Source: an optimization exercise on an open RTL-to-GDS flow (aim: small area, a short achievable clock period and few clock cycles per item). Production flows keep margins and buffers that such runs may drop. Only simulation tests tie the RTL to the original design; equivalence was not proved.

**flow/config.mk**
```make
export PLATFORM = sky130hd
export DESIGN_NAME = aes_8_bit
export DESIGN_NICKNAME = aes_8_bit
export VERILOG_FILES = /design/flow/design.v
export SDC_FILE = /design/flow/constraint.sdc
export NUM_CORES = 4
export LEC_CHECK = 0
export CAP_MARGIN = 20
export CELL_PAD_IN_SITES_DETAIL_PLACEMENT = 0
export CELL_PAD_IN_SITES_GLOBAL_PLACEMENT = 0
export CORE_MARGIN = 2
export CORE_UTILIZATION = 55
export SETUP_SLACK_MARGIN = 4.3
export SLEW_MARGIN = 20
```
**flow/constraint.sdc**
```tcl
create_clock -name core_clock -period 7.0 [get_ports {clk}]
set_input_delay 1.4000 -clock core_clock [delete_from_list [all_inputs] [get_ports {clk}]]
set_output_delay 1.4000 -clock core_clock [all_outputs]
set_load 0.01 [all_outputs]
```
**flow/design.v**
```verilog
module aes_8_bit (rst, clk, key_in, d_in, d_out, d_vld);
    input rst, clk;
    input [7:0] key_in;
    input [7:0] d_in;
    output reg [7:0] d_out;
    output reg d_vld;
    reg [6:0] cnt;
    always @(posedge clk) begin
        if (rst) cnt <= 7'd0;
        else if (cnt != 7'd127) cnt <= cnt + 7'd1;
    end
    localparam CW = 32;
    localparam [CW-1:0] CW0 = 32'b10000010000000000000000000000001;
    wire [CW-1:0] nx;
    assign nx[0] = (cnt == 7'd0) | (cnt == 7'd1) | (cnt == 7'd2) | (cnt == 7'd3) | (cnt == 7'd4) | (cnt == 7'd5) | (cnt == 7'd6) | (cnt == 7'd7) | (cnt == 7'd8) | (cnt == 7'd9) | (cnt == 7'd10) | (cnt == 7'd11) | (cnt == 7'd12) | (cnt == 7'd13) | (cnt == 7'd14) | (cnt == 7'd15) | (cnt == 7'd16) | (cnt == 7'd17) | (cnt == 7'd18) | (cnt == 7'd19) | (cnt == 7'd20) | (cnt == 7'd21) | (cnt == 7'd22) | (cnt == 7'd23) | (cnt == 7'd24) | (cnt == 7'd25) | (cnt == 7'd26) | (cnt == 7'd27) | (cnt == 7'd28) | (cnt == 7'd29) | (cnt == 7'd30) | (cnt == 7'd31) | (cnt == 7'd32) | (cnt == 7'd33) | (cnt == 7'd34) | (cnt == 7'd35) | (cnt == 7'd36) | (cnt == 7'd37) | (cnt == 7'd38) | (cnt == 7'd39) | (cnt == 7'd40) | (cnt == 7'd41) | (cnt == 7'd42) | (cnt == 7'd43) | (cnt == 7'd44) | (cnt == 7'd45) | (cnt == 7'd46) | (cnt == 7'd47) | (cnt == 7'd48) | (cnt == 7'd49) | (cnt == 7'd50) | (cnt == 7'd51) | (cnt == 7'd52) | (cnt == 7'd53) | (cnt == 7'd54) | (cnt == 7'd55) | (cnt == 7'd56) | (cnt == 7'd57) | (cnt == 7'd58) | (cnt == 7'd59) | (cnt == 7'd60) | (cnt == 7'd61) | (cnt == 7'd62) | (cnt == 7'd63) | (cnt == 7'd64) | (cnt == 7'd65) | (cnt == 7'd66) | (cnt == 7'd67) | (cnt == 7'd68) | (cnt == 7'd69) | (cnt == 7'd70) | (cnt == 7'd71) | (cnt == 7'd72) | (cnt == 7'd73) | (cnt == 7'd74) | (cnt == 7'd78) | (cnt == 7'd82) | (cnt == 7'd86) | (cnt == 7'd90) | (cnt == 7'd91) | (cnt == 7'd92) | (cnt == 7'd93) | (cnt == 7'd94) | (cnt == 7'd95) | (cnt == 7'd96) | (cnt == 7'd97) | (cnt == 7'd98) | (cnt == 7'd99) | (cnt == 7'd100) | (cnt == 7'd101) | (cnt == 7'd102) | (cnt == 7'd103) | (cnt == 7'd104) | (cnt == 7'd105) | (cnt == 7'd106) | (cnt == 7'd107) | (cnt == 7'd108) | (cnt == 7'd109) | (cnt == 7'd110) | (cnt == 7'd111) | (cnt == 7'd112) | (cnt == 7'd113) | (cnt == 7'd114) | (cnt == 7'd115) | (cnt == 7'd116) | (cnt == 7'd117) | (cnt == 7'd118) | (cnt == 7'd119) | (cnt == 7'd120) | (cnt == 7'd121) | (cnt == 7'd122) | (cnt == 7'd123) | (cnt == 7'd124) | (cnt == 7'd125) | (cnt == 7'd126) | (cnt == 7'd127);
    assign nx[1] = (cnt == 7'd75) | (cnt == 7'd79) | (cnt == 7'd83) | (cnt == 7'd87);
    assign nx[2] = (cnt == 7'd76) | (cnt == 7'd80) | (cnt == 7'd84) | (cnt == 7'd88);
    assign nx[3] = (cnt == 7'd77) | (cnt == 7'd81) | (cnt == 7'd85) | (cnt == 7'd89);
    assign nx[4] = (cnt == 7'd74);
    assign nx[5] = (cnt == 7'd74) | (cnt == 7'd75) | (cnt == 7'd76) | (cnt == 7'd77) | (cnt == 7'd78) | (cnt == 7'd79) | (cnt == 7'd80) | (cnt == 7'd81) | (cnt == 7'd82) | (cnt == 7'd83) | (cnt == 7'd84) | (cnt == 7'd85) | (cnt == 7'd86) | (cnt == 7'd87) | (cnt == 7'd88) | (cnt == 7'd89);
    assign nx[6] = (cnt == 7'd1) | (cnt == 7'd5) | (cnt == 7'd9) | (cnt == 7'd13) | (cnt == 7'd25) | (cnt == 7'd26) | (cnt == 7'd27) | (cnt == 7'd28) | (cnt == 7'd31) | (cnt == 7'd32) | (cnt == 7'd33) | (cnt == 7'd34) | (cnt == 7'd37) | (cnt == 7'd38) | (cnt == 7'd39) | (cnt == 7'd40) | (cnt == 7'd43) | (cnt == 7'd44) | (cnt == 7'd45) | (cnt == 7'd46) | (cnt == 7'd49) | (cnt == 7'd50) | (cnt == 7'd51) | (cnt == 7'd52) | (cnt == 7'd55) | (cnt == 7'd56) | (cnt == 7'd57) | (cnt == 7'd58) | (cnt == 7'd61) | (cnt == 7'd62) | (cnt == 7'd63) | (cnt == 7'd64) | (cnt == 7'd67) | (cnt == 7'd68) | (cnt == 7'd69) | (cnt == 7'd70) | (cnt == 7'd73) | (cnt == 7'd74) | (cnt == 7'd75) | (cnt == 7'd76);
    assign nx[7] = (cnt == 7'd2) | (cnt == 7'd6) | (cnt == 7'd10) | (cnt == 7'd14) | (cnt == 7'd25) | (cnt == 7'd26) | (cnt == 7'd27) | (cnt == 7'd28) | (cnt == 7'd31) | (cnt == 7'd32) | (cnt == 7'd33) | (cnt == 7'd34) | (cnt == 7'd37) | (cnt == 7'd38) | (cnt == 7'd39) | (cnt == 7'd40) | (cnt == 7'd43) | (cnt == 7'd44) | (cnt == 7'd45) | (cnt == 7'd46) | (cnt == 7'd49) | (cnt == 7'd50) | (cnt == 7'd51) | (cnt == 7'd52) | (cnt == 7'd55) | (cnt == 7'd56) | (cnt == 7'd57) | (cnt == 7'd58) | (cnt == 7'd61) | (cnt == 7'd62) | (cnt == 7'd63) | (cnt == 7'd64) | (cnt == 7'd67) | (cnt == 7'd68) | (cnt == 7'd69) | (cnt == 7'd70) | (cnt == 7'd73) | (cnt == 7'd74) | (cnt == 7'd75) | (cnt == 7'd76);
    assign nx[8] = (cnt == 7'd3) | (cnt == 7'd7) | (cnt == 7'd11) | (cnt == 7'd15) | (cnt == 7'd25) | (cnt == 7'd26) | (cnt == 7'd27) | (cnt == 7'd28) | (cnt == 7'd31) | (cnt == 7'd32) | (cnt == 7'd33) | (cnt == 7'd34) | (cnt == 7'd37) | (cnt == 7'd38) | (cnt == 7'd39) | (cnt == 7'd40) | (cnt == 7'd43) | (cnt == 7'd44) | (cnt == 7'd45) | (cnt == 7'd46) | (cnt == 7'd49) | (cnt == 7'd50) | (cnt == 7'd51) | (cnt == 7'd52) | (cnt == 7'd55) | (cnt == 7'd56) | (cnt == 7'd57) | (cnt == 7'd58) | (cnt == 7'd61) | (cnt == 7'd62) | (cnt == 7'd63) | (cnt == 7'd64) | (cnt == 7'd67) | (cnt == 7'd68) | (cnt == 7'd69) | (cnt == 7'd70) | (cnt == 7'd73) | (cnt == 7'd74) | (cnt == 7'd75) | (cnt == 7'd76);
    assign nx[9] = (cnt == 7'd4) | (cnt == 7'd8) | (cnt == 7'd12) | (cnt == 7'd16) | (cnt == 7'd25) | (cnt == 7'd26) | (cnt == 7'd27) | (cnt == 7'd28) | (cnt == 7'd31) | (cnt == 7'd32) | (cnt == 7'd33) | (cnt == 7'd34) | (cnt == 7'd37) | (cnt == 7'd38) | (cnt == 7'd39) | (cnt == 7'd40) | (cnt == 7'd43) | (cnt == 7'd44) | (cnt == 7'd45) | (cnt == 7'd46) | (cnt == 7'd49) | (cnt == 7'd50) | (cnt == 7'd51) | (cnt == 7'd52) | (cnt == 7'd55) | (cnt == 7'd56) | (cnt == 7'd57) | (cnt == 7'd58) | (cnt == 7'd61) | (cnt == 7'd62) | (cnt == 7'd63) | (cnt == 7'd64) | (cnt == 7'd67) | (cnt == 7'd68) | (cnt == 7'd69) | (cnt == 7'd70) | (cnt == 7'd73) | (cnt == 7'd74) | (cnt == 7'd75) | (cnt == 7'd76);
    assign nx[10] = (cnt == 7'd1) | (cnt == 7'd2) | (cnt == 7'd3) | (cnt == 7'd4) | (cnt == 7'd25) | (cnt == 7'd31) | (cnt == 7'd37) | (cnt == 7'd43) | (cnt == 7'd49) | (cnt == 7'd55) | (cnt == 7'd61) | (cnt == 7'd67) | (cnt == 7'd73);
    assign nx[11] = (cnt == 7'd5) | (cnt == 7'd6) | (cnt == 7'd7) | (cnt == 7'd8) | (cnt == 7'd26) | (cnt == 7'd32) | (cnt == 7'd38) | (cnt == 7'd44) | (cnt == 7'd50) | (cnt == 7'd56) | (cnt == 7'd62) | (cnt == 7'd68) | (cnt == 7'd74);
    assign nx[12] = (cnt == 7'd9) | (cnt == 7'd10) | (cnt == 7'd11) | (cnt == 7'd12) | (cnt == 7'd27) | (cnt == 7'd33) | (cnt == 7'd39) | (cnt == 7'd45) | (cnt == 7'd51) | (cnt == 7'd57) | (cnt == 7'd63) | (cnt == 7'd69) | (cnt == 7'd75);
    assign nx[13] = (cnt == 7'd13) | (cnt == 7'd14) | (cnt == 7'd15) | (cnt == 7'd16) | (cnt == 7'd28) | (cnt == 7'd34) | (cnt == 7'd40) | (cnt == 7'd46) | (cnt == 7'd52) | (cnt == 7'd58) | (cnt == 7'd64) | (cnt == 7'd70) | (cnt == 7'd76);
    assign nx[14] = (cnt == 7'd17) | (cnt == 7'd18) | (cnt == 7'd19) | (cnt == 7'd20) | (cnt == 7'd65);
    assign nx[15] = (cnt == 7'd23) | (cnt == 7'd65) | (cnt == 7'd71);
    assign nx[16] = (cnt == 7'd29) | (cnt == 7'd71);
    assign nx[17] = (cnt == 7'd35) | (cnt == 7'd65);
    assign nx[18] = (cnt == 7'd41) | (cnt == 7'd65) | (cnt == 7'd71);
    assign nx[19] = (cnt == 7'd47) | (cnt == 7'd71);
    assign nx[20] = (cnt == 7'd53);
    assign nx[21] = (cnt == 7'd59);
    assign nx[22] = (cnt == 7'd77) | (cnt == 7'd81) | (cnt == 7'd85) | (cnt == 7'd89);
    assign nx[23] = (cnt == 7'd17) | (cnt == 7'd23) | (cnt == 7'd29) | (cnt == 7'd35) | (cnt == 7'd41) | (cnt == 7'd47) | (cnt == 7'd53) | (cnt == 7'd59) | (cnt == 7'd65) | (cnt == 7'd71);
    assign nx[24] = (cnt == 7'd17) | (cnt == 7'd18) | (cnt == 7'd19) | (cnt == 7'd20) | (cnt == 7'd23) | (cnt == 7'd24) | (cnt == 7'd25) | (cnt == 7'd26) | (cnt == 7'd29) | (cnt == 7'd30) | (cnt == 7'd31) | (cnt == 7'd32) | (cnt == 7'd35) | (cnt == 7'd36) | (cnt == 7'd37) | (cnt == 7'd38) | (cnt == 7'd41) | (cnt == 7'd42) | (cnt == 7'd43) | (cnt == 7'd44) | (cnt == 7'd47) | (cnt == 7'd48) | (cnt == 7'd49) | (cnt == 7'd50) | (cnt == 7'd53) | (cnt == 7'd54) | (cnt == 7'd55) | (cnt == 7'd56) | (cnt == 7'd59) | (cnt == 7'd60) | (cnt == 7'd61) | (cnt == 7'd62) | (cnt == 7'd65) | (cnt == 7'd66) | (cnt == 7'd67) | (cnt == 7'd68) | (cnt == 7'd71) | (cnt == 7'd72) | (cnt == 7'd73) | (cnt == 7'd74);
    assign nx[25] = (cnt == 7'd0) | (cnt == 7'd1) | (cnt == 7'd2) | (cnt == 7'd3) | (cnt == 7'd4) | (cnt == 7'd5) | (cnt == 7'd6) | (cnt == 7'd7) | (cnt == 7'd8) | (cnt == 7'd9) | (cnt == 7'd10) | (cnt == 7'd11) | (cnt == 7'd12) | (cnt == 7'd13) | (cnt == 7'd14) | (cnt == 7'd15) | (cnt == 7'd16) | (cnt == 7'd17) | (cnt == 7'd18) | (cnt == 7'd19) | (cnt == 7'd20) | (cnt == 7'd21) | (cnt == 7'd22) | (cnt == 7'd23) | (cnt == 7'd27) | (cnt == 7'd28) | (cnt == 7'd29) | (cnt == 7'd33) | (cnt == 7'd34) | (cnt == 7'd35) | (cnt == 7'd39) | (cnt == 7'd40) | (cnt == 7'd41) | (cnt == 7'd45) | (cnt == 7'd46) | (cnt == 7'd47) | (cnt == 7'd51) | (cnt == 7'd52) | (cnt == 7'd53) | (cnt == 7'd57) | (cnt == 7'd58) | (cnt == 7'd59) | (cnt == 7'd63) | (cnt == 7'd64) | (cnt == 7'd65) | (cnt == 7'd69) | (cnt == 7'd70) | (cnt == 7'd71) | (cnt == 7'd75) | (cnt == 7'd76) | (cnt == 7'd77) | (cnt == 7'd90) | (cnt == 7'd91) | (cnt == 7'd92) | (cnt == 7'd93) | (cnt == 7'd94) | (cnt == 7'd95) | (cnt == 7'd96) | (cnt == 7'd97) | (cnt == 7'd98) | (cnt == 7'd99) | (cnt == 7'd100) | (cnt == 7'd101) | (cnt == 7'd102) | (cnt == 7'd103) | (cnt == 7'd104) | (cnt == 7'd105) | (cnt == 7'd106) | (cnt == 7'd107) | (cnt == 7'd108) | (cnt == 7'd109) | (cnt == 7'd110) | (cnt == 7'd111) | (cnt == 7'd112) | (cnt == 7'd113) | (cnt == 7'd114) | (cnt == 7'd115) | (cnt == 7'd116) | (cnt == 7'd117) | (cnt == 7'd118) | (cnt == 7'd119) | (cnt == 7'd120) | (cnt == 7'd121) | (cnt == 7'd122) | (cnt == 7'd123) | (cnt == 7'd124) | (cnt == 7'd125) | (cnt == 7'd126) | (cnt == 7'd127);
    assign nx[26] = (cnt == 7'd24) | (cnt == 7'd30) | (cnt == 7'd36) | (cnt == 7'd42) | (cnt == 7'd48) | (cnt == 7'd54) | (cnt == 7'd60) | (cnt == 7'd66) | (cnt == 7'd72) | (cnt == 7'd78) | (cnt == 7'd79) | (cnt == 7'd80) | (cnt == 7'd81);
    assign nx[27] = (cnt == 7'd25) | (cnt == 7'd31) | (cnt == 7'd37) | (cnt == 7'd43) | (cnt == 7'd49) | (cnt == 7'd55) | (cnt == 7'd61) | (cnt == 7'd67) | (cnt == 7'd73) | (cnt == 7'd82) | (cnt == 7'd83) | (cnt == 7'd84) | (cnt == 7'd85);
    assign nx[28] = (cnt == 7'd26) | (cnt == 7'd32) | (cnt == 7'd38) | (cnt == 7'd44) | (cnt == 7'd50) | (cnt == 7'd56) | (cnt == 7'd62) | (cnt == 7'd68) | (cnt == 7'd74) | (cnt == 7'd86) | (cnt == 7'd87) | (cnt == 7'd88) | (cnt == 7'd89);
    assign nx[29] = (cnt == 7'd23) | (cnt == 7'd24) | (cnt == 7'd25) | (cnt == 7'd26) | (cnt == 7'd29) | (cnt == 7'd30) | (cnt == 7'd31) | (cnt == 7'd32) | (cnt == 7'd35) | (cnt == 7'd36) | (cnt == 7'd37) | (cnt == 7'd38) | (cnt == 7'd41) | (cnt == 7'd42) | (cnt == 7'd43) | (cnt == 7'd44) | (cnt == 7'd47) | (cnt == 7'd48) | (cnt == 7'd49) | (cnt == 7'd50) | (cnt == 7'd53) | (cnt == 7'd54) | (cnt == 7'd55) | (cnt == 7'd56) | (cnt == 7'd59) | (cnt == 7'd60) | (cnt == 7'd61) | (cnt == 7'd62) | (cnt == 7'd65) | (cnt == 7'd66) | (cnt == 7'd67) | (cnt == 7'd68) | (cnt == 7'd71) | (cnt == 7'd72) | (cnt == 7'd73) | (cnt == 7'd74);
    assign nx[30] = (cnt == 7'd15) | (cnt == 7'd21) | (cnt == 7'd27) | (cnt == 7'd33) | (cnt == 7'd39) | (cnt == 7'd45) | (cnt == 7'd51) | (cnt == 7'd57) | (cnt == 7'd63) | (cnt == 7'd69);
    assign nx[31] = (cnt == 7'd0) | (cnt == 7'd1) | (cnt == 7'd2) | (cnt == 7'd3) | (cnt == 7'd4) | (cnt == 7'd5) | (cnt == 7'd6) | (cnt == 7'd7) | (cnt == 7'd8) | (cnt == 7'd9) | (cnt == 7'd10) | (cnt == 7'd11) | (cnt == 7'd12) | (cnt == 7'd13) | (cnt == 7'd14);
    reg [CW-1:0] cw;
    always @(posedge clk) cw <= rst ? CW0 : nx;
    wire        ld      = cw[31];
    wire        p1_key  = cw[30];
    wire        p1_dat  = cw[29];
    wire [3:0]  gsel    = cw[28:25];    
    wire        k_step  = cw[24];
    wire        k_step0 = cw[23];
    wire        k_rot   = cw[22];
    wire [7:0]  rcv     = cw[21:14];
    wire [3:0]  s_col   = cw[13:10];
    wire [3:0]  s_row   = cw[9:6];
    wire        outp    = cw[5];
    wire        first   = cw[4];        
    wire [3:0]  orow    = cw[3:0];      
    reg [7:0] S [0:3][0:3];    
    reg [31:0] K0, K1, K2, K3;  
    reg [31:0] P1;
    reg [47:0] P2;
    function [7:0] xt;
        input [7:0] b;
        xt = {b[6:0], 1'b0} ^ (b[7] ? 8'h1b : 8'h00);
    endfunction
    reg [7:0] spare;
    always @(posedge clk) spare <= S[1][0];
    function [7:0] sel4;
        input [3:0] s;
        input [7:0] a0, a1, a2, a3;
        sel4 = ({8{s[0]}} & a0) | ({8{s[1]}} & a1) | ({8{s[2]}} & a2) | ({8{s[3]}} & a3);
    endfunction
    wire [7:0] g0 = sel4(gsel,                 S[0][0], S[0][1], S[0][2], S[0][3]);
    wire [7:0] g1 = sel4({gsel[2:0], gsel[3]},   spare,   S[1][1], S[1][2], S[1][3]);
    wire [7:0] g2 = sel4({gsel[1:0], gsel[3:2]}, S[2][0], S[2][1], S[2][2], S[2][3]);
    wire [7:0] g3 = sel4({gsel[0], gsel[3:1]},   S[3][0], S[3][1], S[3][2], S[3][3]);
    wire [7:0] mt = g0 ^ g1 ^ g2 ^ g3;
    wire [7:0] m0 = g0 ^ mt ^ xt(g0 ^ g1);
    wire [7:0] m1 = g1 ^ mt ^ xt(g1 ^ g2);
    wire [7:0] m2 = g2 ^ mt ^ xt(g2 ^ g3);
    wire [7:0] m3 = g3 ^ mt ^ xt(g3 ^ g0);
    wire [31:0] xr = {m0, m1, m2, m3} ^ K0;      
    wire [31:0] xo = {g0, g1, g2, g3} ^ K0;      
    wire [7:0] x0in = d_in ^ key_in;
    wire [31:0] p1_in = p1_dat ? xr :
                        p1_key ? {K3[23:16], K3[15:8], K3[7:0], K3[31:24]} :
                        {4{x0in}};
    wire [31:0] p1_lin;
    genvar l;
    generate
        for (l = 0; l < 4; l = l + 1) begin : lin
            sbox_lin u0 (p1_in[31-8*l -: 8], p1_lin[31-8*l -: 8]);
        end
    endgenerate
    always @(posedge clk) P1 <= p1_lin;
    wire [47:0] mid;
    wire [31:0] sb;
    generate
        for (l = 0; l < 4; l = l + 1) begin : lane
            sbox_s1 u1 (P1[31-8*l -: 8], mid[47-12*l -: 12]);
            sbox_s2 u2 (P2[47-12*l -: 12], sb[31-8*l -: 8]);
        end
    endgenerate
    always @(posedge clk) P2 <= mid;
    integer i, j;
    always @(posedge clk) begin
        for (i = 0; i < 4; i = i + 1)
            for (j = 0; j < 4; j = j + 1)
                if (s_row[i] & s_col[j]) S[i][j] <= sb[31-8*i -: 8];
    end
    wire [31:0] knew = K0 ^ (k_step0 ? (sb ^ {rcv, 24'h0}) : (k_rot ? 32'h0 : K3));
    always @(posedge clk) begin
        if (ld) begin
            case (cnt[1:0])
                2'd0: begin
                    if (cnt[3:2] != 2'd0) begin
                        K0 <= K1; K1 <= K2; K2 <= K3;
                    end
                    K3[31:24] <= key_in;
                end
                2'd1: K3[23:16] <= key_in;
                2'd2: K3[15:8] <= key_in;
                2'd3: K3[7:0] <= key_in;
            endcase
        end else if (k_step | k_rot) begin
            K0 <= K1; K1 <= K2; K2 <= K3; K3 <= knew;
        end
    end
    always @(posedge clk) begin
        d_out <= first ? (S[0][0] ^ K1[31:24])
                       : sel4(orow, xo[31:24], xo[23:16], xo[15:8], xo[7:0]);
        if (rst) d_vld <= 1'b0;
        else if (outp) d_vld <= 1'b1;
    end
endmodule
module GF_SQ_2 ( A, Q );
    input [1:0] A;
    output [1:0] Q;
    assign Q = { A[0], A[1] };
endmodule
module GF_MULS_2 ( A, ab, B, cd, Y );
    input [1:0] A;
    input ab;
    input [1:0] B;
    input cd;
    output [1:0] Y;
    wire abcd, p, q;
    assign abcd = ~(ab & cd);  
    assign p = (~(A[1] & B[1])) ^ abcd;
    assign q = (~(A[0] & B[0])) ^ abcd;
    assign Y = { p, q };
endmodule
module GF_MULS_SCL_2 ( A, ab, B, cd, Y );
    input [1:0] A;
    input ab;
    input [1:0] B;
    input cd;
    output [1:0] Y;
    wire t, p, q;
    assign t = ~(A[0] & B[0]);  
    assign p = (~(ab & cd)) ^ t;
    assign q = (~(A[1] & B[1])) ^ t;
    assign Y = { p, q };
endmodule
module GF_INV_4 ( X, Y );
input [3:0] X;
output [3:0] Y;
    wire [1:0] a, b, c, d, p, q;
    wire sa, sb, sd;  
    assign a = X[3:2];
    assign b = X[1:0];
    assign sa = a[1] ^ a[0];
    assign sb = b[1] ^ b[0];
    assign c = {  
    ~(a[1] | b[1]) ^ (~(sa & sb)) ,
    ~(sa | sb) ^ (~(a[0] & b[0])) };
    GF_SQ_2 dinv( c, d);
    assign sd = d[1] ^ d[0];
    GF_MULS_2 pmul(d, sd, b, sb, p);
    GF_MULS_2 qmul(d, sd, a, sa, q);
    assign Y = { p, q };
endmodule
module GF_MULS_4 ( A, a1, Al, Ah, aa, B, b1, Bl, Bh, bb, Q );
    input [3:0] A;
    input [1:0] a1;
    input Al;
    input Ah;
    input aa;
    input [3:0] B;
    input [1:0] b1;
    input Bl;
    input Bh;
    input bb;
    output [3:0] Q;
    wire [1:0] ph, pl, p;
    GF_MULS_2 himul(A[3:2], Ah, B[3:2], Bh, ph);
    GF_MULS_2 lomul(A[1:0], Al, B[1:0], Bl, pl);
    GF_MULS_SCL_2 summul( a1, aa, b1, bb, p);
    assign Q = { (ph ^ p), (pl ^ p) };
endmodule
module GF_INV_8 ( X, Y );
    input [7:0] X;
    output [7:0] Y;
    wire [3:0] a, b, c, d, p, q;
    wire [1:0] sa, sb, sd;  
    wire al, ah, aa, bl, bh, bb, dl, dh, dd;  
    wire c1, c2, c3;  
    assign a = X[7:4];
    assign b = X[3:0];
    assign sa = a[3:2] ^ a[1:0];
    assign sb = b[3:2] ^ b[1:0];
    assign al = a[1] ^ a[0];
    assign ah = a[3] ^ a[2];
    assign aa = sa[1] ^ sa[0];
    assign bl = b[1] ^ b[0];
    assign bh = b[3] ^ b[2];
    assign bb = sb[1] ^ sb[0];
    assign c1 = ~(ah & bh);
    assign c2 = ~(sa[0] & sb[0]);
    assign c3 = ~(aa & bb);
    assign c = { 
    (~(sa[0] | sb[0]) ^ (~(a[3] & b[3]))) ^ c1 ^ c3 ,
    (~(sa[1] | sb[1]) ^ (~(a[2] & b[2]))) ^ c1 ^ c2 ,
    (~(al | bl) ^ (~(a[1] & b[1]))) ^ c2 ^ c3 ,
    (~(a[0] | b[0]) ^ (~(al & bl))) ^ (~(sa[1] & sb[1])) ^ c2 };
    GF_INV_4 dinv( c, d);
    assign sd = d[3:2] ^ d[1:0];
    assign dl = d[1] ^ d[0];
    assign dh = d[3] ^ d[2];
    assign dd = sd[1] ^ sd[0];
    GF_MULS_4 pmul(d, sd, dl, dh, dd, b, sb, bl, bh, bb, p);
    GF_MULS_4 qmul(d, sd, dl, dh, dd, a, sa, al, ah, aa, q);
    assign Y = { p, q };
endmodule
module bSbox ( A, Q );
    input [7:0] A;
    output [7:0] Q;
    wire [7:0] B, C;
    wire R1, R2, R3, R4, R5, R6, R7, R8, R9;
    wire T1, T2, T3, T4, T5, T6, T7, T8, T9;
    assign R1 = A[7] ^ A[5] ;
    assign R2 = A[7] ^ A[4] ;
    assign R3 = A[6] ^ A[0] ;
    assign R4 = A[5] ^ R3 ;
    assign R5 = A[4] ^ R4 ;
    assign R6 = A[3] ^ A[0] ;
    assign R7 = A[2] ^ R1 ;
    assign R8 = A[1] ^ R3 ;
    assign R9 = A[3] ^ R8 ;
    assign B[7] = R7 ^ R8 ;
    assign B[6] = R5 ;
    assign B[5] = A[1] ^ R4 ;
    assign B[4] = R1 ^ R3 ;
    assign B[3] = A[1] ^ R2 ^ R6 ;
    assign B[2] = A[0] ;
    assign B[1] = R4 ;
    assign B[0] = A[2] ^ R9 ;
    GF_INV_8 inv( B, C );
    assign T1 = C[7] ^ C[3] ;
    assign T2 = C[6] ^ C[4] ;
    assign T3 = C[6] ^ C[0] ;
    assign T4 = C[5] ^ C[3] ;
    assign T5 = C[5] ^ T1 ;
    assign T6 = C[5] ^ C[1] ;
    assign T7 = C[4] ^ T6 ;
    assign T8 = C[2] ^ T4 ;
    assign T9 = C[1] ^ T2 ;
    assign Q[7] = T4 ;
    assign Q[6] = ~T1 ;
    assign Q[5] = ~T3 ;
    assign Q[4] = T5 ;
    assign Q[3] = T2 ^ T5 ;
    assign Q[2] = T3 ^ T8 ;
    assign Q[1] = ~T7 ;
    assign Q[0] = ~T9 ;
endmodule
module sbox_lin ( A, B );
    input [7:0] A;
    output [7:0] B;
    wire R1, R2, R3, R4, R5, R6, R7, R8, R9;
    assign R1 = A[7] ^ A[5] ;
    assign R2 = A[7] ^ A[4] ;
    assign R3 = A[6] ^ A[0] ;
    assign R4 = A[5] ^ R3 ;
    assign R5 = A[4] ^ R4 ;
    assign R6 = A[3] ^ A[0] ;
    assign R7 = A[2] ^ R1 ;
    assign R8 = A[1] ^ R3 ;
    assign R9 = A[3] ^ R8 ;
    assign B[7] = R7 ^ R8 ;
    assign B[6] = R5 ;
    assign B[5] = A[1] ^ R4 ;
    assign B[4] = R1 ^ R3 ;
    assign B[3] = A[1] ^ R2 ^ R6 ;
    assign B[2] = A[0] ;
    assign B[1] = R4 ;
    assign B[0] = A[2] ^ R9 ;
endmodule
module sbox_s1 ( B, M );
    input [7:0] B;
    output [11:0] M;  
    wire [3:0] a, b, c, d;
    wire [1:0] sa, sb;
    wire al, ah, aa, bl, bh, bb, c1, c2, c3;
    assign a = B[7:4];
    assign b = B[3:0];
    assign sa = a[3:2] ^ a[1:0];
    assign sb = b[3:2] ^ b[1:0];
    assign al = a[1] ^ a[0];
    assign ah = a[3] ^ a[2];
    assign aa = sa[1] ^ sa[0];
    assign bl = b[1] ^ b[0];
    assign bh = b[3] ^ b[2];
    assign bb = sb[1] ^ sb[0];
    assign c1 = ~(ah & bh);
    assign c2 = ~(sa[0] & sb[0]);
    assign c3 = ~(aa & bb);
    assign c = {
    (~(sa[0] | sb[0]) ^ (~(a[3] & b[3]))) ^ c1 ^ c3 ,
    (~(sa[1] | sb[1]) ^ (~(a[2] & b[2]))) ^ c1 ^ c2 ,
    (~(al | bl) ^ (~(a[1] & b[1]))) ^ c2 ^ c3 ,
    (~(a[0] | b[0]) ^ (~(al & bl))) ^ (~(sa[1] & sb[1])) ^ c2 };
    GF_INV_4 dinv( c, d);
    assign M = {d, a, b};
endmodule
module sbox_s2 ( M, Q );
    input [11:0] M;
    output [7:0] Q;
    wire [3:0] a, b, d, p, q;
    wire [1:0] sa, sb, sd;
    wire al, ah, aa, bl, bh, bb, dl, dh, dd;
    wire [7:0] C;
    wire T1, T2, T3, T4, T5, T6, T7, T8, T9;
    assign d = M[11:8];
    assign a = M[7:4];
    assign b = M[3:0];
    assign sa = a[3:2] ^ a[1:0];
    assign sb = b[3:2] ^ b[1:0];
    assign al = a[1] ^ a[0];
    assign ah = a[3] ^ a[2];
    assign aa = sa[1] ^ sa[0];
    assign bl = b[1] ^ b[0];
    assign bh = b[3] ^ b[2];
    assign bb = sb[1] ^ sb[0];
    assign sd = d[3:2] ^ d[1:0];
    assign dl = d[1] ^ d[0];
    assign dh = d[3] ^ d[2];
    assign dd = sd[1] ^ sd[0];
    GF_MULS_4 pmul(d, sd, dl, dh, dd, b, sb, bl, bh, bb, p);
    GF_MULS_4 qmul(d, sd, dl, dh, dd, a, sa, al, ah, aa, q);
    assign C = { p, q };
    assign T1 = C[7] ^ C[3] ;
    assign T2 = C[6] ^ C[4] ;
    assign T3 = C[6] ^ C[0] ;
    assign T4 = C[5] ^ C[3] ;
    assign T5 = C[5] ^ T1 ;
    assign T6 = C[5] ^ C[1] ;
    assign T7 = C[4] ^ T6 ;
    assign T8 = C[2] ^ T4 ;
    assign T9 = C[1] ^ T2 ;
    assign Q[7] = T4 ;
    assign Q[6] = ~T1 ;
    assign Q[5] = ~T3 ;
    assign Q[4] = T5 ;
    assign Q[3] = T2 ^ T5 ;
    assign Q[2] = T3 ^ T8 ;
    assign Q[1] = ~T7 ;
    assign Q[0] = ~T9 ;
endmodule
```
**flow/run.sh**
```bash
#!/bin/bash
# synth_recipe.tcl (not shown) runs the flow's synth.tcl, then flattens the netlist and writes it again
# the make line also repeats each setting of config.mk as NAME=value (left out here)
make -C /OpenROAD-flow-scripts/flow DESIGN_CONFIG=/design/flow/config.mk WORK_HOME=/design/flow/orfs CLKGATE_MAP_FILE= SYNTH_SCRIPT=/design/flow/synth_recipe.tcl finish
```
==> results of run 1 <==
[metal layers]
metal	wire length, um	part of all wire (%)
met4	1760	2.8
met1	26100	42
met3	3890	6.3
met5	0	0
met2	29800	48
[registers in the layout, indices dropped and copies added, names as in the netlist]
name	cells
K2	32
K3	32
spare	8
cw	31
P2	48
P1	32
K0	32
S	128
K1	32
d_vld	1
cnt	7
d_out	8
[kinds of logic (layout without fill, tap and decap cells)]
logic type / after synthesis / count (layout) / synth area share (%)
compound gates: 500 / 500 / 14.8
xor+xnor: 475 / 476 / 20.7
simple gates: 427 / 427 / 9.65
flops: 391 / 391 / 48.7
buf+inv: 175 / 295 / 3.24
mux: 52 / 52 / 2.62
fa+ha+maj: 4 / 4 / 0.235
[what timing repair did]
| action | 4_1_cts | 5_1_grt |
|---|---|---|
| setup endpoints to repair | 163 | 121 |
| setup buffers | 43 | 65 |
| cloned | 0 | 4 |
| gates resized for setup | 179 | 130 |
| pin swaps | 44 | 68 |
[per-stage QoR]
step | setup WS [ps] | instance area (sq um) | utilization, % | std cells
2_1_floorplan | 4040 | 21500 | - | 2024
3_3_place_gp | 3540 | 22000 | 57.3 | 2469
3_5_place_dp | 3470 | 22000 | 57.3 | 2469
4_1_cts | 4220 | 24700 | 64.2 | 2594
5_1_grt | 4110 | 26000 | 67.5 | 2663
6_report | 4260 | 26000 | 67.5 | 2663
[worst reg2reg max path: cells and delay by family, from the launching register on]
kind,cells,cell delay [ps]
buffers and inverters,1,160
DFF,1,380
xor gates and xnor gates,5,1060
and+or+nand+nor,3,670
AOI/OAI and AO/OA,1,220
[Yosys cell counts (all sizes together), types with 23 or more instances]
library cell,n,share of area [%]
edfxtp,256,36
xnor2,252,10
xor2,211,8.9
o21ai,139,3.3
dfxtp,135,13
a21oi,126,3.0
nor2,120,2.1
a22oi,118,4.2
nand2,115,2.0
clkbuf,95,1.7
inv,55,0.97
nor3,39,0.94
mux2,31,1.6
nand2b,31,0.91
nor2b,26,0.76
buf,24,0.57
and2,23,0.67
nand3,23,0.54
o22ai,23,0.67
[how the worst min path moves through the flow]
stage,start,end,cells past startpoint
floorplan,S[4][0]$_DFFE_PP_,spare[0]$_DFF_P_,0
global placement,S[4][4]$_DFFE_PP_,spare[4]$_DFF_P_,0
detailed placement,S[4][5]$_DFFE_PP_,spare[5]$_DFF_P_,0
CTS,S[4][5]$_DFFE_PP_,spare[5]$_DFF_P_,0
global route,S[4][0]$_DFFE_PP_,spare[0]$_DFF_P_,0
finish,S[4][0]$_DFFE_PP_,spare[0]$_DFF_P_,0
[layout make-up]
cell class              instances  share of cell area [%]
clock buffers                  51                    4.42
well taps                     518                    2.49
multi-input cells            1459                    45.3
repair buffers                157                    5.35
flip-flops and latches        391                    40.3
inverters                      56                   0.838
clock inverters                31                    1.27
==> impl_metrics.csv, run 1 <==
group,metric,value,unit
status,status,"complete, no violations",
critical_path,worstSetupPathDepth,10,
clock_network,post_cts_hold_buffer_count,0,
yosys,yosysWarningCount,2,
layout,design.final.nets,2131,
global_route,grt_util_met2,47.9,%
global_route,grt.met3_usage,4.61,%
critical_path,reg2reg_end,"K3[2]$_DFFE_PP_",
sta,skew,16.9,ps
sta,rsz0062_at_grt,"yes",
sta,period_needed,2740,ps
yosys,synthesis.instances,2024,
global_route,largest_net_degree_at_the_start_of_global_routing,63,
min_path,hold_class,"reg -> reg",
placed_design,portBuffers,26,
floorplanning,io_pins,27,
drt,routed-via-count,15900,
floorplanning,die-width,201,um
floorplanning,die-area,40400,sq um
yosys,synth_sequential_area_ratio,48.7,%
critical_path,critical_path_arrival,3070,ps
layout,seqCellArea,10500,sq um
clock_network,worst_skew_pair_later_pin_latency,580,ps
yosys,yosys_register_bits,391,
yosys,syn-cell-area,21300,sq um
layout,layout-drive-gt1-share,22.7,%
yosys,post_synth.cell_area_avg,10.5,sq um
critical_path,endpoint,"K3[2]$_DFFE_PP_",
critical_path,timing.rr.start,"P2[10]$_DFF_P_",
critical_path,endpoint_kind,"flip-flop",
layout,layout.cells.most_common_list,"sky130_fd_sc_hd__edfxtp_1, sky130_fd_sc_hd__xnor2_1, sky130_fd_sc_hd__xor2_1, sky130_fd_sc_hd__o21ai_0",
critical_path,timing.critical_path.cells,"xor2_1 > or3_4 > a31oi_4 > xor2_2 > xor2_2 > xor2_2 > buf_4 > xnor2_4 > and4b_1 > nor3_2",
clock_network,clock_sink_count,391,
clock_network,ctsHtreeMaxLevel,2,
clock_network,cts.root.buffer_cell,"sky130_fd_sc_hd__clkbuf_16",
yosys,synth_edf_count,256,
global_route,grt_pass1_wl,89900,um
layout,multi_input_comb_area,11800,sq um
drt,ant_nets,0,
flow_run,cap_viol_max_count,0,
layout,filler_cell_count,2969,
placed_design,gp_routability_congestion,0.951,
floorplanning,initial_core_util,55.5,%
sta,timing_max_transition_violations_final,0,
clock_network,cts-buffers-inserted,44,
floorplanning,design.core.area,38500,sq um
critical_path,worstPathRequired,7330,ps
drt,drcViolationCount,0,
clock_network,path_clk_slew,60,ps
sta,fin_worst_hold_slack,338,ps
critical_path,timing.critical_path.buf_inv,1,
global_route,grt_most_used_layer,"met2",
yosys,synthesis.nets,2046,
sta,worst_slew_pin_slew,991,ps
sta,max_freq,0.365,GHz
critical_path,critical_path.slowest_cell,"sky130_fd_sc_hd__dfxtp_4",
drt,routed_wirelength,61600,um
drt,drt-initial-drc-count,1399,
drt,routed_via_density,5.98,
yosys,synth_flop_cell,"sky130_fd_sc_hd__edfxtp_1",
critical_path,worst-path-max-fanout,6,
layout,area_growth,21.8,%
clock_network,tritoncts,"done",
floorplanning,row_count,72,
clock_network,clockBufferDepth,3,
global_route,grt.overflow.total,0,
sta,final_layout_setup_total_negative_slack,0,ps
sta,timing.final.crit_share,39.1,%
yosys,synth_cell_types,72,
global_route,grt_pass1_vias,14800,
sta,hold_viol_final,0,
critical_path,r2r_setup_slk,4260,ps
sta,slew-limit-headroom,34.0,%
sta,timing.final.setup_violations,0,
drt,first_pass_iters,6,
placed_design,dp_hpwl,41400,um
global_route,globalRouteTotalUtil,29.2,%
critical_path,startpoint,"P2[10]$_DFF_P_",
layout,final_common_cell,"sky130_fd_sc_hd__edfxtp_1",
yosys,synthArstFlopShare,0,%
critical_path,worst-r2r-cell-count,10,
critical_path,critical-path-top-delay-family,"XOR/XNOR gates",
critical_path,timing.setup.critical_path_class,"reg -> reg",
critical_path,path_common_cell,"sky130_fd_sc_hd__xor2_2",
critical_path,worstSetupStartpointType,"flip-flop",
drt,wl_per_cell,23.1,um
global_route,grt_antenna_before_repair,0,
layout,antennaDiodeCount,0,
floorplanning,die_y,201,um
global_route,grt.met1_usage,40.0,%
critical_path,critical-path-max-stage-delay,380,ps
Testbench counts, summed over its fixed seeds: cycles 47,104, blocks 512.
==> inputs of run 2 (changes only) <==
--- a/flow/design.v
+++ b/flow/design.v
@@ -27,5 +27,5 @@
     assign nx[12] = (cnt == 7'd9) | (cnt == 7'd10) | (cnt == 7'd11) | (cnt == 7'd12) | (cnt == 7'd27) | (cnt == 7'd33) | (cnt == 7'd39) | (cnt == 7'd45) | (cnt == 7'd51) | (cnt == 7'd57) | (cnt == 7'd63) | (cnt == 7'd69) | (cnt == 7'd75);
     assign nx[13] = (cnt == 7'd13) | (cnt == 7'd14) | (cnt == 7'd15) | (cnt == 7'd16) | (cnt == 7'd28) | (cnt == 7'd34) | (cnt == 7'd40) | (cnt == 7'd46) | (cnt == 7'd52) | (cnt == 7'd58) | (cnt == 7'd64) | (cnt == 7'd70) | (cnt == 7'd76);
-    assign nx[14] = (cnt == 7'd17) | (cnt == 7'd18) | (cnt == 7'd19) | (cnt == 7'd20) | (cnt == 7'd65);
+    assign nx[14] = (cnt == 7'd17) | (cnt == 7'd65);
     assign nx[15] = (cnt == 7'd23) | (cnt == 7'd65) | (cnt == 7'd71);
     assign nx[16] = (cnt == 7'd29) | (cnt == 7'd71);
@@ -113,5 +113,6 @@
                 if (s_row[i] & s_col[j]) S[i][j] <= sb[31-8*i -: 8];
     end
-    wire [31:0] knew = K0 ^ (k_step0 ? (sb ^ {rcv, 24'h0}) : (k_rot ? 32'h0 : K3));
+    wire [31:0] k0r  = K0 ^ {rcv, 24'h0};
+    wire [31:0] knew = k0r ^ (k_step0 ? sb : (k_rot ? 32'h0 : K3));
     always @(posedge clk) begin
         if (ld) begin
--- a/flow/config.mk
+++ b/flow/config.mk
@@ -7,6 +7,4 @@
 export LEC_CHECK = 0
 export CAP_MARGIN = 20
-export CELL_PAD_IN_SITES_DETAIL_PLACEMENT = 0
-export CELL_PAD_IN_SITES_GLOBAL_PLACEMENT = 0
 export CORE_MARGIN = 2
 export CORE_UTILIZATION = 55
==> impl_metrics.csv, run 2 <==
group,metric,value,unit
yosys,synth_flop_cell,"sky130_fd_sc_hd__edfxtp_1",
min_path,hold_path.startpoint,"S[4][7]$_DFFE_PP_",
drt,wl_per_cell,23.8,um
global_route,largest_net_degree_at_the_start_of_global_routing,61,
critical_path,r2r_setup_slk,4210,ps
layout,regMostFlops,"S",
yosys,synth_top_area_share,35.7,%
yosys,synth_edf_count,256,
critical_path,reg2reg_end,"K3[26]$_DFFE_PP_",
placed_design,portBuffers,26,
sta,worst_slew_pin_slew,1010,ps
yosys,yosys_register_bits,391,
yosys,yosysWarningCount,2,
floorplanning,row_count,72,
yosys,synth_cell_types,73,
clock_network,clock_sink_count,391,
layout,layout.cells.most_common_list,"sky130_fd_sc_hd__edfxtp_1, sky130_fd_sc_hd__xnor2_1, sky130_fd_sc_hd__xor2_1, sky130_fd_sc_hd__nor2_1, sky130_fd_sc_hd__buf_4",
critical_path,endpoint_kind,"flip-flop",
layout,utilization,67.8,%
layout,area_growth,21.7,%
placed_design,dpl.cell_count,2465,
sta,final_layout_setup_total_negative_slack,0,ps
critical_path,startpoint,"P2[44]$_DFF_P_",
layout,design.final.nets,2137,
floorplanning,die-width,202,um
critical_path,endpoint,"K3[26]$_DFFE_PP_",
global_route,grt.overflow.total,0,
drt,routed_via_density,5.97,
global_route,grt_antenna_before_repair,1,
critical_path,critical_path_arrival,3100,ps
critical_path,timing.setup.critical_path_class,"reg -> reg",
drt,drt-initial-drc-count,1508,
layout,antennaDiodeCount,0,
yosys,synth_sequential_area_ratio,48.3,%
sta,period_needed,2790,ps
layout,layout-drive-gt1-share,24.3,%
floorplanning,io_pins,27,
layout,filler_cell_count,2847,
floorplanning,design.core.area,38600,sq um
layout,final_common_cell,"sky130_fd_sc_hd__edfxtp_1",
sta,fin_worst_hold_slack,337,ps
flow_run,cap_viol_max_count,0,
placed_design,dp_hpwl,41000,um
drt,ant_nets,0,
clock_network,cts-buffers-inserted,44,
critical_path,worst-r2r-cell-count,9,
sta,max_freq,0.358,GHz
floorplanning,initial_core_util,55.7,%
layout,largestRegisters,"S (128), P2 (48)",
clock_network,post_cts_hold_buffer_count,0,
yosys,post_synth_main_area_contributors,"sky130_fd_sc_hd__edfxtp_1, sky130_fd_sc_hd__dfxtp_1, sky130_fd_sc_hd__xnor2_1",
critical_path,worstSetupStartpointType,"flip-flop",
sta,slew-limit-headroom,32.5,%
layout,instances_no_fill,2667,
min_path,hold_class,"reg -> reg",
sta,timing.final.setup_violations,0,
drt,drcViolationCount,0,
critical_path,worst-path-max-fanout,6,
floorplanning,die-area,40700,sq um
critical_path,worstPathRequired,7310,ps
clock_network,cts.root.buffer_cell,"sky130_fd_sc_hd__clkbuf_16",
yosys,synthArstFlopShare,0,%
global_route,grt_pass1_vias,15300,
yosys,synth_most_common_cell,"sky130_fd_sc_hd__edfxtp_1",
placed_design,gp_routability_congestion,0.905,
drt,routed_wirelength,63400,um
sta,skew,31.0,ps
yosys,post-synth-top-area-cell,"sky130_fd_sc_hd__edfxtp_1",
sta,timing.final.crit_share,39.9,%
clock_network,worst_skew_pair_later_pin_latency,570,ps
sta,hold_viol_final,0,
drt,routed-via-count,15900,
sta,rsz0062_at_grt,"yes",
global_route,grt_pass1_wl,91700,um
clock_network,path_clk_slew,60,ps
sta,timing_max_transition_violations_final,0,
yosys,syn-cell-area,21500,sq um
clock_network,ctsHtreeMaxLevel,2,
layout,largest_register_ff_count,128,
clock_network,tritoncts,"done",
drt,first_pass_iters,5,
yosys,synthesis.nets,2041,
floorplanning,die_y,202,um
yosys,post_synth.cell_area_avg,10.7,sq um
clock_network,clockBufferDepth,3,
status,status,"complete, no violations",
global_route,globalRouteTotalUtil,29.8,%
yosys,netlist_top_cells_count,"sky130_fd_sc_hd__edfxtp_1, sky130_fd_sc_hd__xnor2_1, sky130_fd_sc_hd__xor2_1, sky130_fd_sc_hd__nor2_1",
yosys,synthesis.instances,2019,
critical_path,timing.rr.start,"P2[44]$_DFF_P_",
## run 2: changes by cell type in the layout (fill, tap and decap cells not counted), moves of 6 or more
cell | before | now
sky130_fd_sc_hd__xor2_1 | 169 | 157
sky130_fd_sc_hd__a22oi_1 | 98 | 89
sky130_fd_sc_hd__a22oi_2 | 20 | 28
sky130_fd_sc_hd__nand2_2 | 20 | 13
sky130_fd_sc_hd__dfxtp_4 | 18 | 24
sky130_fd_sc_hd__o21ai_1 | 4 | 13
sky130_fd_sc_hd__o21ai_0 | 135 | 118
sky130_fd_sc_hd__o21ai_2 | 0 | 9
sky130_fd_sc_hd__nor2_1 | 113 | 128
sky130_fd_sc_hd__nand2b_1 | 31 | 37
sky130_fd_sc_hd__buf_4 | 113 | 123
sky130_fd_sc_hd__xor2_2 | 26 | 33
## run 2: worst min path at each step
stage / to / depth (start not counted) / slack, ps
2_1_floorplan: spare[0]$_DFF_P_ / 0 / 320
3_3_place_gp: spare[6]$_DFF_P_ / 0 / 330
3_5_place_dp: spare[7]$_DFF_P_ / 0 / 330
4_1_cts: spare[7]$_DFF_P_ / 0 / 340
5_1_grt: spare[7]$_DFF_P_ / 0 / 340
6_report: spare[7]$_DFF_P_ / 0 / 340
## run 2: per-layer routing
layer / part of all wire, % / GRT usage (%) / routed length, um
met1: 41 / 39.9 / 26300
met2: 46 / 47.6 / 29400
met3: 7.6 / 5.45 / 4800
met4: 4.6 / 13.3 / 2890
met5: 0 / 0 / 0
## run 2: logic make-up after synthesis
family	count (synthesis)	share of synthesized area (%)
AO/OA/AOI/OAI	492	14.7
XOR/XNOR	475	21.2
adder cells (fa/ha/maj)	4	0.233
buffers and inverters	171	3.21
flip-flops	391	48.3
multiplexers	61	3.04
AND/OR/NAND/NOR	425	9.34
## run 2: worst max-delay path, cell delays in order (launching register included)
cell	delay (ps)
sky130_fd_sc_hd__dfxtp_4	420
sky130_fd_sc_hd__xor2_4	230
sky130_fd_sc_hd__mux2i_1	110
sky130_fd_sc_hd__o211a_1	250
sky130_fd_sc_hd__xnor2_1	180
sky130_fd_sc_hd__xnor3_2	300
sky130_fd_sc_hd__xnor3_2	540
sky130_fd_sc_hd__a22oi_2	90
sky130_fd_sc_hd__xnor2_1	160
sky130_fd_sc_hd__mux2_2	250
## run 2: what timing repair did
item	4_1_cts	5_1_grt
setup endpoints to repair	170	60
pin swaps	53	64
gates cloned	2	4
setup buffers	63	53
gates resized for setup	212	126
## run 2: metrics by stage
step / setup slack [ps] / instance area (sq um)
after floorplan: 4100 / 21700
after global placement: 3240 / 22200
after detailed placement: 3220 / 22200
after CTS: 4180 / 25100
after global routing: 4120 / 26200
final: 4210 / 26200
## run 2: cell type report
cell class,instances,area [sq um],share of cell area (%)
repair buffers,166,1480,5.63
well taps,518,648,2.47
repair inverters,1,7.51,0.0287
inverters,54,211,0.807
clock buffers,57,1220,4.66
multi-input cells,1457,11900,45.5
flip-flops and latches,391,10500,40.1
clock inverters,23,211,0.807
Testbench counts of run 2, summed over its fixed seeds: cycles 47,104, blocks 512.

## what the ideal ports hide
No port has a modelled driver above. Below, the same layouts with a new extraction and two added sets of constraints.
Step 1 sets driving cells, clkbuf_16 on the clock port and buf_2 on the other inputs (assumed; they add their load-dependent delay and slew).
Step 2 adds t to the input delays and takes it off the output delays; t is the mean of the earliest and latest rising clock arrival at the registers after step 1. Input paths then give back, and output paths get back, about the clock's delay inside the block.
Slacks: ideal ports / drivers / drivers and shift; pairs: ideal ports / drivers.
run	shift t [ns]	slack for setup (ns)	slew at the worst register clock pin (ns)
run 1	0.631	4.263 / 4.263 / 3.694	0.06 / 0.06
run 2	0.617	4.206 / 4.206 / 3.678	0.07 / 0.07
After both steps every run listed still meets setup and hold. For run 1, which loses most, drivers alone change the setup slack by 0.000 ns; drivers and shift together by -0.569 ns.
